Source: an optimization exercise on an open RTL-to-GDS flow (aim: small area and a short achievable clock period). Production flows keep margins and buffers that such runs may drop.
Function was checked by simulation only, so behaviour that the tests miss may differ from the original.
Power figures rest on the tool's default switching activity, not on a simulated workload. The flow treats the clock pin as an ideal source, which a real chip does not have.

==> flow/design.v <==
module bk_add #(
    parameter N = 32
) (
    input [N-1:0] A,
    input [N-1:0] B,
    input CI,
    output [N-1:0] S,
    output [N-1:0] PX,
    output [N-1:0] GX
);
  wire [N-1:0] p = A ^ B;
  wire [N-1:0] g0 = A & B;
  assign PX = p;
  assign GX = g0;
  reg [N-1:0] G, P;
  integer l, i;
  always @(*) begin
    G = g0;
    P = p;
    G[0] = g0[0] | (p[0] & CI);
    for (l = 0; (1 << l) < N; l = l + 1)
      for (i = 0; i < N; i = i + 1)
        if (((i + 1) % (2 << l)) == 0) begin
          G[i] = G[i] | (P[i] & G[i-(1<<l)]);
          P[i] = P[i] & P[i-(1<<l)];
        end
    for (l = 5; l >= 0; l = l - 1)
      for (i = 0; i < N; i = i + 1)
        if ((2 << l) <= i && ((i + 1) % (2 << l)) == (1 << l) && (1 << l) < N) begin
          G[i] = G[i] | (P[i] & G[i-(1<<l)]);
          P[i] = P[i] & P[i-(1<<l)];
        end
  end
  assign S = p ^ {G[N-2:0], CI};
endmodule
module register_file (
    input clk,
    input clr,
    input [4:0] A1,
    input [4:0] A2,
    input [4:0] A3,
    input [31:0] WD3,
    input WE3,
    output [31:0] RD1,
    output [31:0] RD2
);
  wire [31:0] wdata = clr ? 32'd0 : WD3;
  wire [31:0] q[0:31];
  genvar i, j;
  generate
    for (i = 0; i < 32; i = i + 1) begin : g_reg
      reg [31:0] r;
      wire wen = clr | (WE3 & (A3 == i));
      always @(posedge clk) if (wen) r <= wdata;
      assign q[i] = r;
    end
  endgenerate
  wire [31:0] sel1, sel2;
  generate
    for (i = 0; i < 32; i = i + 1) begin : g_dec
      assign sel1[i] = (A1 == i);
      assign sel2[i] = (A2 == i);
    end
    for (j = 0; j < 32; j = j + 1) begin : g_bit
      wire [31:0] col;
      for (i = 0; i < 32; i = i + 1) begin : g_col
        assign col[i] = q[i][j];
      end
      rf_read_bit P1 (.sel(sel1), .d(col), .y(RD1[j]));
      rf_read_bit P2 (.sel(sel2), .d(col), .y(RD2[j]));
    end
  endgenerate
endmodule
module rf_read_bit (
    input [31:0] sel,
    input [31:0] d,
    output y
);
  wire [9:0] n;
  genvar k;
  generate
    for (k = 0; k < 10; k = k + 1) begin : g_aoi
      rf_aoi222 G (
          .a1(sel[3*k]), .a2(d[3*k]),
          .b1(sel[3*k+1]), .b2(d[3*k+1]),
          .c1(sel[3*k+2]), .c2(d[3*k+2]),
          .y(n[k])
      );
    end
  endgenerate
  wire [2:0] m;
  wire o;
  rf_nand4 N0 (.a(n[0]), .b(n[1]), .c(n[2]), .d(n[3]), .y(m[0]));
  rf_nand4 N1 (.a(n[4]), .b(n[5]), .c(n[6]), .d(n[7]), .y(m[1]));
  rf_nand2 N2 (.a(n[8]), .b(n[9]), .y(m[2]));
  rf_or3 O (.a(m[0]), .b(m[1]), .c(m[2]), .y(o));
  rf_ao221 L (.a1(sel[30]), .a2(d[30]), .b1(sel[31]), .b2(d[31]), .c(o), .y(y));
endmodule
module rf_aoi222 (
    input a1, a2, b1, b2, c1, c2,
    output y
);
  assign y = ~((a1 & a2) | (b1 & b2) | (c1 & c2));
endmodule
module rf_ao221 (
    input a1, a2, b1, b2, c,
    output y
);
  assign y = (a1 & a2) | (b1 & b2) | c;
endmodule
module rf_nand4 (
    input a, b, c, d,
    output y
);
  assign y = ~(a & b & c & d);
endmodule
module rf_nand2 (
    input a, b,
    output y
);
  assign y = ~(a & b);
endmodule
module rf_or3 (
    input a, b, c,
    output y
);
  assign y = a | b | c;
endmodule
module pipelined_mips (
    input clk,
    input rst,
    output [31:0] imem_addr,
    input [31:0] imem_rdata,
    output [31:0] dmem_addr,
    output [31:0] dmem_wdata,
    output dmem_we,
    output dmem_re,
    input [31:0] dmem_rdata
);
  reg  [31:2] pcF;
  wire [31:2] pcPlus4F = pcF + 30'd1;
  wire        stall;
  reg         pcSrcM;
  reg  [31:0] wdataM;   
  always @(posedge clk) begin
    if (rst) pcF <= 30'd0;
    else if (!stall) pcF <= pcSrcM ? wdataM[31:2] : pcPlus4F;
  end
  assign imem_addr = {pcF, 2'b00};
  wire [5:0] opF = imem_rdata[31:26];
  wire isRF = (opF == 6'b000000);
  wire isLwF = (opF == 6'b100011);
  wire isSwF = (opF == 6'b101011);
  wire isBeqF = (opF == 6'b000100);
  reg isRD, isLwD, isSwD, isBeqD;
  reg [4:0] rsD, rtD;
  reg [15:0] immD;
  reg [31:2] pcPlus4D;
  always @(posedge clk) begin
    if (rst) begin
      isRD   <= 1'b0;
      isLwD  <= 1'b0;
      isSwD  <= 1'b0;
      isBeqD <= 1'b0;
    end else if (!stall) begin
      isRD   <= isRF;
      isLwD  <= isLwF;
      isSwD  <= isSwF;
      isBeqD <= isBeqF;
    end
    if (!stall) begin
      rsD      <= imem_rdata[25:21];
      rtD      <= imem_rdata[20:16];
      immD     <= imem_rdata[15:0];
      pcPlus4D <= pcPlus4F;
    end
  end
  wire [4:0] rdD = immD[15:11];
  wire [5:0] functD = immD[5:0];
  wire [31:0] rd1D, rd2D;
  reg  [31:0] resultW;
  reg  [ 4:0] writeRegW;
  reg         regWriteW;
  reg rstQ;
  always @(posedge clk) rstQ <= rst;
  register_file RF (
      .clk(clk),
      .clr(rstQ),
      .A1 (rsD),
      .A2 (rtD),
      .A3 (writeRegW),
      .WD3(resultW),
      .WE3(regWriteW),
      .RD1(rd1D),
      .RD2(rd2D)
  );
  reg [4:0] aluFnD;   
  always @(*) begin
    if (isRD)
      case (functD)
        6'b100000: aluFnD = 5'b00010;
        6'b100010: aluFnD = 5'b10010;
        6'b100101: aluFnD = 5'b01100;
        6'b101010: aluFnD = 5'b10001;
        default:   aluFnD = 5'b01000;
      endcase
    else if (isBeqD) aluFnD = 5'b10010;
    else aluFnD = 5'b00010;
  end
  wire subD = aluFnD[4];
  wire selGD = aluFnD[3];
  wire selPD = aluFnD[2];
  wire selSD = aluFnD[1];
  wire selLtD = aluFnD[0];
  wire [4:0] writeRegD = isRD ? rdD : rtD;
  reg regWriteE, memToRegE, memWriteE, branchE;
  reg [4:0] writeRegE;
  reg regWriteM;
  reg [4:0] writeRegM;
  wire rsHitE = (rsD == writeRegE);
  wire rtHitE = (rtD == writeRegE);
  assign stall = memToRegE & (rsHitE | rtHitE);
  wire rsNZ = |rsD;
  wire rtNZ = |rtD;
  wire aluSrcD = isLwD | isSwD;
  wire fwdAMD = rsNZ & rsHitE & regWriteE;
  wire fwdBMD = rtNZ & rtHitE & regWriteE;
  wire fwdAWD = rsNZ & (rsD == writeRegM) & regWriteM;
  wire fwdBWD = rtNZ & (rtD == writeRegM) & regWriteM;
  wire [2:0] selAD = fwdAMD ? 3'b001 : fwdAWD ? 3'b010 : 3'b100;
  wire [3:0] selBD = aluSrcD ? 4'b1000 : fwdBMD ? 4'b0001 : fwdBWD ? 4'b0010 : 4'b0100;
  reg [31:0] rd1E, rd2E;
  reg [15:0] immE;
  reg [31:2] pcPlus4E;
  reg subE, selGE, selPE, selSE, selLtE;
  reg [2:0] selAE;
  reg [3:0] selBE;
  always @(posedge clk) begin
    if (rst | stall) begin
      regWriteE <= 1'b0;
      memToRegE <= 1'b0;
      memWriteE <= 1'b0;
      branchE   <= 1'b0;
    end else begin
      regWriteE <= isRD | isLwD;
      memToRegE <= isLwD;
      memWriteE <= isSwD;
      branchE   <= isBeqD;
    end
    writeRegE <= writeRegD;
    rd1E      <= rd1D;
    rd2E      <= rd2D;
    immE      <= immD;
    pcPlus4E  <= pcPlus4D;
    subE      <= subD;
    selGE     <= selGD;
    selPE     <= selPD;
    selSE     <= selSD;
    selLtE    <= selLtD;
    selAE     <= selAD;
    selBE     <= selBD;
  end
  reg [31:0] aluOutM;
  wire [31:0] immExtE = {{16{immE[15]}}, immE};
  wire [31:0] srcA = ({32{selAE[0]}} & aluOutM) | ({32{selAE[1]}} & resultW) |
                     ({32{selAE[2]}} & rd1E);
  wire [31:0] srcB = ({32{selBE[0]}} & aluOutM) | ({32{selBE[1]}} & resultW) |
                     ({32{selBE[2]}} & rd2E) | ({32{selBE[3]}} & immExtE);
  wire [31:0] bIn = subE ? ~srcB : srcB;
  wire [31:0] sum, pE, gE;
  bk_add #(.N(32)) ALU_ADD (.A(srcA), .B(bIn), .CI(subE), .S(sum), .PX(pE), .GX(gE));
  wire [31:0] aluRes = ({32{selGE}} & gE) | ({32{selPE}} & pE) | ({32{selSE}} & sum) |
                       {31'd0, selLtE & sum[31]};
  wire eqE = &pE;
  wire [31:2] targetE;
  bk_add #(.N(30)) BR_ADD (.A(pcPlus4E), .B({{14{immE[15]}}, immE}), .CI(1'b0), .S(targetE), .PX(), .GX());
  reg memToRegM, memWriteM;
  reg ldM;   
  always @(posedge clk) begin
    if (rst) begin
      regWriteM <= 1'b0;
      memToRegM <= 1'b0;
      memWriteM <= 1'b0;
      pcSrcM    <= 1'b0;
    end else begin
      regWriteM <= regWriteE;
      memToRegM <= memToRegE;
      memWriteM <= memWriteE;
      pcSrcM    <= branchE & eqE;
    end
    ldM       <= memToRegE;
    writeRegM <= writeRegE;
    aluOutM   <= aluRes;
    wdataM    <= branchE ? {targetE, 2'b00} : rd2E;
  end
  assign dmem_addr  = aluOutM;
  assign dmem_wdata = wdataM;
  assign dmem_we    = memWriteM;
  assign dmem_re    = memToRegM;
  always @(posedge clk) begin
    if (rst) regWriteW <= 1'b0;
    else regWriteW <= regWriteM;
    writeRegW <= writeRegM;
    resultW   <= ldM ? dmem_rdata : aluOutM;
  end
endmodule
Settings: LEC_CHECK=0, CAP_MARGIN=20, CORE_MARGIN=2, CORE_UTILIZATION=60, CTS_CLUSTER_DIAMETER=100, CTS_CLUSTER_SIZE=30, PLACE_DENSITY=0.75, SLEW_MARGIN=20, SYNTH_HIERARCHICAL=1; clock period 17.0 ns.
run.sh (not shown) runs the stock make flow with config.mk's settings and CLKGATE_MAP_FILE= SYNTH_SCRIPT=/design/flow/synth_recipe.tcl, a recipe that flattens the netlist after the stock synthesis.
Edit:
==> flow/flow/run.sh (new file) <==
#!/bin/bash
# Layout flow: the standard flow (standard.sh, unchanged synthesis), with
# three changes to how the layout is made:
#  - every input and output port still gets a buffer, but a buf_2 instead of
#    the delay-cell buffer that buffer_ports picks by default;
#  - timing repair over-fixes setup: it works on every path whose slack is
#    under SETUP_SLACK_MARGIN, so the achieved period shrinks. The clock
#    period and the constraints are the design's, unchanged;
#  - clock tree synthesis clusters up to 30 sinks per leaf buffer and adds
#    no dummy loads.
# The make output goes to flow_make.log here; ORFS keeps each step's own log
# under orfs/logs/.
set -euo pipefail
bash standard.sh \
  "BUFFER_PORTS_ARGS=-buffer_cell sky130_fd_sc_hd__buf_2" \
  SETUP_SLACK_MARGIN=12.4 \
  "CTS_ARGS=-sink_clustering_enable -repair_clock_nets -sink_clustering_size 30 -sink_clustering_max_diameter 100 -dont_use_dummy_load" \
  finish > flow_make.log 2>&1
==> flow/standard.sh (new file) <==
#!/bin/bash
# synth_recipe.tcl (not shown) runs the flow's synth.tcl, then flattens the netlist and writes it again
# the make line also repeats each setting of config.mk as NAME=value (left out here)
make -C /OpenROAD-flow-scripts/flow DESIGN_CONFIG=/design/flow/config.mk WORK_HOME=/design/flow/orfs CLKGATE_MAP_FILE= SYNTH_SCRIPT=/design/flow/synth_recipe.tcl "${@:-finish}"
removed: flow/run.sh
After rerunning:
- The new run went through all stages and came out clean
- clock-buffer cell count is lower by 15
- sequential power stays flat
- total power falls slightly
- worst setup slack improves by 0.65 ns
- hold slack improved by 0.0054 ns
- via count went up slightly
- combinational power hardly moves
- clock power drops by a few percent
- non-clock buffer count rises by 43

-- re-timing with driven ports --
The flow's constraints put no driver on any port. The routed layouts listed below were extracted and timed again, unchanged, in two steps.
Step 1 assumes that a clkbuf_16 drives the clock port and a buf_2 every other input.
Step 2 also shifts input and output timing later by t, the mid clock arrival at the registers, as if the neighbouring blocks saw the same clock.
a / b / c = ideal / step 1 / step 2; a / b = the first two.
| run | shift t [ns] | setup WS [ns] | worst hold slack (ns) | worst setup path after step 2 | pins driven straight from the clock port |
|---|---|---|---|---|---|
| the first run | 0.764 | 11.768 / 11.687 / 12.203 | 0.345 / 0.345 / 0.345 | input to register | 1 |
| the second run | 0.744 | 12.415 / 12.337 / 12.202 | 0.350 / 0.350 / 0.350 | input to register | 1 |
After both steps setup and hold are still met in every run listed. The setup slack of the second run, which loses most, moves by -0.078 ns with the drivers and by -0.213 ns with both steps.
